Source: an optimization exercise on an open RTL-to-GDS flow (aim: small area). Production flows keep margins and buffers that such runs may drop.
Function was checked by simulation only, so behaviour that the tests miss may differ from the original.
Power is estimated from default activity; no workload was simulated.

P:
## dcpu16_cpu
module dcpu16_cpu ( 
   g_wre, g_stb, g_dto, g_adr, f_wre, f_stb, f_dto, f_adr,
   rst, g_dti, g_ack, f_dti, f_ack, clk
   );
Size in the first run: ~2300 cells after synthesis, roughly 23000 µm² of cells after synthesis.
Settings: LEC_CHECK=0, CAP_MARGIN=0, CORE_MARGIN=2, CORE_UTILIZATION=70, CTS_BUF_LIST=sky130_fd_sc_hd__clkbuf_16, CTS_CLUSTER_DIAMETER=100, CTS_CLUSTER_SIZE=20, SLEW_MARGIN=0; clock period 10.0 ns.
standard.sh (not shown) runs the stock make flow with config.mk's settings and CLKGATE_MAP_FILE= SYNTH_SCRIPT=/design/flow/synth_recipe.tcl, a recipe that flattens the netlist after the stock synthesis.
==> flow/flow/run.sh <==
#!/bin/bash
# Standard ORFS layout, with the port buffers made from the smallest buffer
# cell instead of the platform default. Each tool's output is logged by ORFS
# under orfs/logs; this script's own output goes to run_flow.log.
set -e
export BUFFER_PORTS_ARGS="-buffer_cell sky130_fd_sc_hd__buf_1"
bash standard.sh > run_flow.log 2>&1
Looking at the reports, P completed the entire flow and the layout it produced met the timing, DRC and antenna checks.
Setup changes, P to Q
- a change of CORE_UTILIZATION from 70 to 60
- a change of SLEW_MARGIN from 0 to 20
- a change of CAP_MARGIN from 0 to 20
==> flow/flow/run.sh <==
#!/bin/bash
# Standard ORFS layout (the standard.sh) with two changes:
#  - port buffers use the smallest buffer cell instead of the platform default
#  - timing-driven global placement does not keep its virtual resizing
# Each tool's output is logged by ORFS under orfs/logs; this script's own
# output goes to run_flow.log.
set -e
export BUFFER_PORTS_ARGS="-buffer_cell sky130_fd_sc_hd__buf_1"
export GPL_KEEP_OVERFLOW=0
bash standard.sh > run_flow.log 2>&1
## What came out
Q: full flow OK, the timing, DRC and antenna checks passed
The flow did not stop early for P: all stages ran, and the layout cleared the timing, DRC and antenna checks.
Going from P to Q, portion of the post-synthesis area used by sequential elements flat; final cell count without fillers went up 62; cell area after layout shows an increase of 0.45%; total routed wirelength saw an increase.

---

Setup of oak:
dcpu16_cpu, a different RTL version from the one above (not shown whole).
For scale: roughly 330 flip-flops, about 100 I/O pins.
Settings: LEC_CHECK=0, ABC_AREA=1, CAP_MARGIN=10, CORE_MARGIN=2, CORE_UTILIZATION=60, CTS_BUF_LIST=sky130_fd_sc_hd__clkbuf_16, CTS_CLUSTER_DIAMETER=110, CTS_CLUSTER_SIZE=24, SLEW_MARGIN=10; clock period 10.0 ns.
==> flow/flow/run.sh <==
#!/bin/bash
# Standard ORFS layout (the standard.sh) with two changes:
#  - port buffers use the smallest buffer cell instead of the platform default
#  - timing-driven global placement does not keep its virtual resizing
# Each tool's output is logged by ORFS under orfs/logs; this script's own
# output goes to run_flow.log.
set -e
export BUFFER_PORTS_ARGS="-buffer_cell sky130_fd_sc_hd__buf_1"
export GPL_KEEP_OVERFLOW=0
bash standard.sh > run_flow.log 2>&1
The inputs of pine differ from those of oak as listed below.
Settings: SLEW_MARGIN: 10 -> 0; CAP_MARGIN: 10 -> 0.
==> flow/flow/run.sh <==
#!/bin/bash
# Standard ORFS layout, with the port buffers made from the smallest buffer
# cell instead of the platform default. Each tool's output is logged by ORFS
# under orfs/logs; this script's own output goes to run_flow.log.
set -e
export BUFFER_PORTS_ARGS="-buffer_cell sky130_fd_sc_hd__buf_1"
bash standard.sh > run_flow.log 2>&1
[summary]
Going from oak to pine, cell count grows by 0.42%. Delta (pine minus oak): power density over the cells dropped about 0.3%, critical path depth climbed 14, total power dropped 0.57%, slack of the critical path climbed 0.34 ns, worst hold-check slack climbed 0.0031 ns. Compared with oak, routed wire length in pine decreased slightly. Looking at oak and pine, the post-place instance area is a wash. Number of instances in the placed design went up slightly going from oak to pine. Lower number of nets in the layout was reported by oak, not pine.
#### Input delta (birch over pine)
Settings: swapping 0 for 20 in CAP_MARGIN; swapping 0 for 20 in SLEW_MARGIN.
==> flow/flow/run.sh <==
#!/bin/bash
# Standard ORFS layout (the standard.sh) with two changes:
#  - port buffers use the smallest buffer cell instead of the platform default
#  - timing-driven global placement does not keep its virtual resizing
# Each tool's output is logged by ORFS under orfs/logs; this script's own
# output goes to run_flow.log.
set -e
export BUFFER_PORTS_ARGS="-buffer_cell sky130_fd_sc_hd__buf_1"
export GPL_KEEP_OVERFLOW=0
bash standard.sh > run_flow.log 2>&1
--- outcome ---
The transition at the pin with the smallest max-transition slack of birch is lower than that of pine.
Between pine and birch, the portion of total power attributed to sequential cells is lower for birch.
NOTE: final-layout fill cell count in birch falls short of that of pine

---

Setup of lagoon:
dcpu16_cpu with an RTL version that a note above also has.
Size in the first run: about 320 flip-flops, ~100 I/O pins, about 23000 µm² of cells after synthesis.
==> flow/config.mk <==
export PLATFORM = sky130hd
export DESIGN_NAME = dcpu16_cpu
export DESIGN_NICKNAME = dcpu16_cpu
export VERILOG_FILES = /design/flow/design.v
export SDC_FILE = /design/flow/constraint.sdc
export NUM_CORES = 4
export LEC_CHECK = 0
export CAP_MARGIN = 20
export CORE_MARGIN = 2
export CORE_UTILIZATION = 40
export CTS_BUF_LIST = sky130_fd_sc_hd__clkbuf_16
export CTS_CLUSTER_DIAMETER = 100
export CTS_CLUSTER_SIZE = 20
export SLEW_MARGIN = 20
==> flow/constraint.sdc <==
create_clock -name core_clock -period 10.0 [get_ports {clk}]
set_input_delay 2.0000 -clock core_clock [delete_from_list [all_inputs] [get_ports {clk}]]
set_output_delay 2.0000 -clock core_clock [all_outputs]
set_load 0.01 [all_outputs]
==> flow/flow/run.sh <==
#!/bin/bash
# Standard ORFS layout, with the port buffers made from the smallest buffer
# cell instead of the platform default. Each tool's output is logged by ORFS
# under orfs/logs; this script's own output goes to run_flow.log.
set -e
export BUFFER_PORTS_ARGS="-buffer_cell sky130_fd_sc_hd__buf_1"
bash standard.sh > run_flow.log 2>&1
Input-level comparison between zinc and lagoon:
Settings: changing CORE_UTILIZATION from 40 to 60; changing CAP_MARGIN from 20 to 0; changing SLEW_MARGIN from 20 to 0.
==> flow/flow/run.sh <==
#!/bin/bash
# Standard ORFS layout (the standard.sh) with two changes:
#  - port buffers use the smallest buffer cell instead of the platform default
#  - timing-driven global placement does not keep its virtual resizing
# Each tool's output is logged by ORFS under orfs/logs; this script's own
# output goes to run_flow.log.
set -e
export BUFFER_PORTS_ARGS="-buffer_cell sky130_fd_sc_hd__buf_1"
export GPL_KEEP_OVERFLOW=0
bash standard.sh > run_flow.log 2>&1
[summary]
- The layout from zinc, despite a flow that completed every stage, fails the layout checks, with the failing checks listed as max-capacitance violations, max-slew violations.
- In the flow results for zinc and lagoon, the starting density of the core is smaller on lagoon.
- Of zinc and lagoon, zinc shows the lower final worst slack, with lagoon above it.
- Total power on zinc is behind lagoon.
- The higher count of clock buffers in the final design came out of zinc.
- Total met2 wirelength after detailed routing: lower on zinc

---

Another version of the RTL of dcpu16_cpu (not shown whole).
For scale: ~2,800 cells after synthesis, ~330 flip-flops, roughly 23,000 µm² of cells after synthesis.
export LEC_CHECK = 0
export ABC_AREA = 1
export CAP_MARGIN = 0
export CORE_MARGIN = 2
export CORE_UTILIZATION = 60
export CTS_BUF_LIST = sky130_fd_sc_hd__clkbuf_16
export CTS_CLUSTER_DIAMETER = 50
export CTS_CLUSTER_SIZE = 30
export SLEW_MARGIN = 0
create_clock -name core_clock -period 10.0 [get_ports {clk}]
==> flow/flow/run.sh <==
#!/bin/bash
# Standard ORFS layout, with the port buffers made from the smallest buffer
# cell instead of the platform default. Each tool's output is logged by ORFS
# under orfs/logs; this script's own output goes to run_flow.log.
set -e
export BUFFER_PORTS_ARGS="-buffer_cell sky130_fd_sc_hd__buf_1"
bash standard.sh > run_flow.log 2>&1
The starting point completed without violations.
==> next run, changes <==
CTS_CLUSTER_DIAMETER = 100   (was 50)
CTS_CLUSTER_SIZE = 20   (was 30)
Effect: The changed run ran to the end with no violations; hold slack gets better by 0.0070 ns; non-clock buffer count is unchanged; area after synthesis does not change; power came out lower by about 13%; combinational power hardly moves.
==> next run, changes <==
CORE_UTILIZATION = 70   (was 60)
Clock power increases by 3.2%.
Sequential share of layout area increases by 0.13 points.
Via count increases by 5.0%.
Hold slack barely changes.
Setup slack gets better by 0.076 ns.
Count of clock-buffer cells in the layout increases by 2.
Cell area decreases by 0.34%.
Area after synthesis stays the same.
Cell count decreases by 2.1%.
Fmax increases by 0.84%.
==> next run, changes <==
ABC_AREA = unset   (was 1)
CORE_UTILIZATION = 60   (was 70)
What happened:
- The new run passed the timing, DRC and antenna checks
- final cell count came out lower by 9.6%
- first-iteration DRC count came out lower by 24%
- clock-buffer cell count came out lower by 1
- die area came out higher by 15%
- final area came out higher by 3.7%
- register-to-register slack gets worse by 0.52 ns
- total power came out higher by 18%
- non-clock buffer count came out higher by 121

---

== north ==
Another version of the RTL of dcpu16_cpu (not shown whole).
Size: ~2300 cells after synthesis, ~320 flip-flops, roughly 23000 um^2 of cells after synthesis.
Settings: LEC_CHECK=0, CAP_MARGIN=20, CORE_MARGIN=2, CORE_UTILIZATION=60, CTS_BUF_LIST=sky130_fd_sc_hd__clkbuf_16, CTS_CLUSTER_DIAMETER=100, CTS_CLUSTER_SIZE=20, SLEW_MARGIN=20; clock period 10.0 ns.
==> flow/flow/run.sh <==
#!/bin/bash
# Standard ORFS layout (the standard.sh) with two changes:
#  - port buffers use the smallest buffer cell instead of the platform default
#  - timing-driven global placement does not keep its virtual resizing
# Each tool's output is logged by ORFS under orfs/logs; this script's own
# output goes to run_flow.log.
set -e
export BUFFER_PORTS_ARGS="-buffer_cell sky130_fd_sc_hd__buf_1"
export GPL_KEEP_OVERFLOW=0
bash standard.sh > run_flow.log 2>&1
Modified inputs, south compared to north
# north
export LEC_CHECK = 0
export CAP_MARGIN = 20
export CORE_MARGIN = 2
export CORE_UTILIZATION = 60
export CTS_BUF_LIST = sky130_fd_sc_hd__clkbuf_16
export CTS_CLUSTER_DIAMETER = 100
export CTS_CLUSTER_SIZE = 20
export SLEW_MARGIN = 20
create_clock -name core_clock -period 10.0 [get_ports {clk}]
# south
export LEC_CHECK = 0
export CAP_MARGIN = 0
export CORE_MARGIN = 2
export CORE_UTILIZATION = 60
export CTS_BUF_LIST = sky130_fd_sc_hd__clkbuf_16
export CTS_CLUSTER_DIAMETER = 100
export CTS_CLUSTER_SIZE = 20
export SLEW_MARGIN = 0
create_clock -name core_clock -period 10.0 [get_ports {clk}]
==> flow/flow/run.sh <==
#!/bin/bash
# Standard ORFS layout, with the port buffers made from the smallest buffer
# cell instead of the platform default. Each tool's output is logged by ORFS
# under orfs/logs; this script's own output goes to run_flow.log.
set -e
export BUFFER_PORTS_ARGS="-buffer_cell sky130_fd_sc_hd__buf_1"
bash standard.sh > run_flow.log 2>&1
Findings:
As far as clock tree cell share of total cell area is concerned, north and south perform about the same. Diff north -> south | maximum number of pins on one net before global-route repair | down by more than 10%. Comparing north and south, the lower total routing resource utilization after global routing is on south. Higher final clock period utilization by the worst path was reported by north, not south. Changes observed in south relative to north: total power fell by 2.4%, proportion of power drawn by the clock network higher, smallest hold slack comparable, sequential power down about 3%.

==> re-timing with driven ports <==
No port has a modelled driver above. Below, the same layouts with a new extraction and two added sets of constraints.
Step 1 assumes that a clkbuf_16 drives the clock port and a buf_2 every other input.
Step 2 moves the port delays by t, midway between the first and last clock arrival at a register: inputs arrive t later, outputs are due t later. That takes back most of the time a late clock gives input paths.
Slacks: no drivers / after step 1 / after step 2; pairs: no drivers / after step 1.
run	t, ns	setup slack, ns	clock arrival spread, ns	slew at the worst register clock pin (ns)	cell pins on the clock port's net
P	0.589	0.229 / 0.256 / -0.332	0.023 / 0.023	0.09 / 0.09	1
Q	0.608	0.273 / 0.271 / -0.337	0.026 / 0.026	0.09 / 0.09	1
oak	0.600	0.403 / 0.403 / 0.403	0.021 / 0.022	0.12 / 0.12	1
pine	0.602	0.746 / 0.746 / 0.635	0.029 / 0.028	0.12 / 0.12	1
birch	0.602	0.361 / 0.361 / 0.361	0.029 / 0.028	0.12 / 0.12	1
lagoon	0.625	0.434 / 0.468 / -0.157	0.035 / 0.035	0.10 / 0.10	1
zinc	0.611	0.280 / 0.310 / -0.302	0.033 / 0.033	0.10 / 0.10	1
the first run of note 4	0.615	0.892 / 0.892 / 0.643	0.047 / 0.047	0.08 / 0.08	1
the second run of note 4	0.605	0.880 / 0.880 / 0.685	0.032 / 0.031	0.10 / 0.10	1
the third run of note 4	0.599	0.956 / 0.985 / 0.386	0.054 / 0.053	0.11 / 0.11	1
the fourth run of note 4	0.604	0.507 / 0.531 / -0.059	0.018 / 0.018	0.09 / 0.09	1
north	0.619	0.283 / 0.283 / -0.225	0.029 / 0.029	0.11 / 0.11	1
south	0.615	0.429 / 0.425 / -0.190	0.033 / 0.033	0.11 / 0.11	1
For south, which loses most, drivers alone change the setup slack by -0.004 ns; drivers and shift together by -0.619 ns.
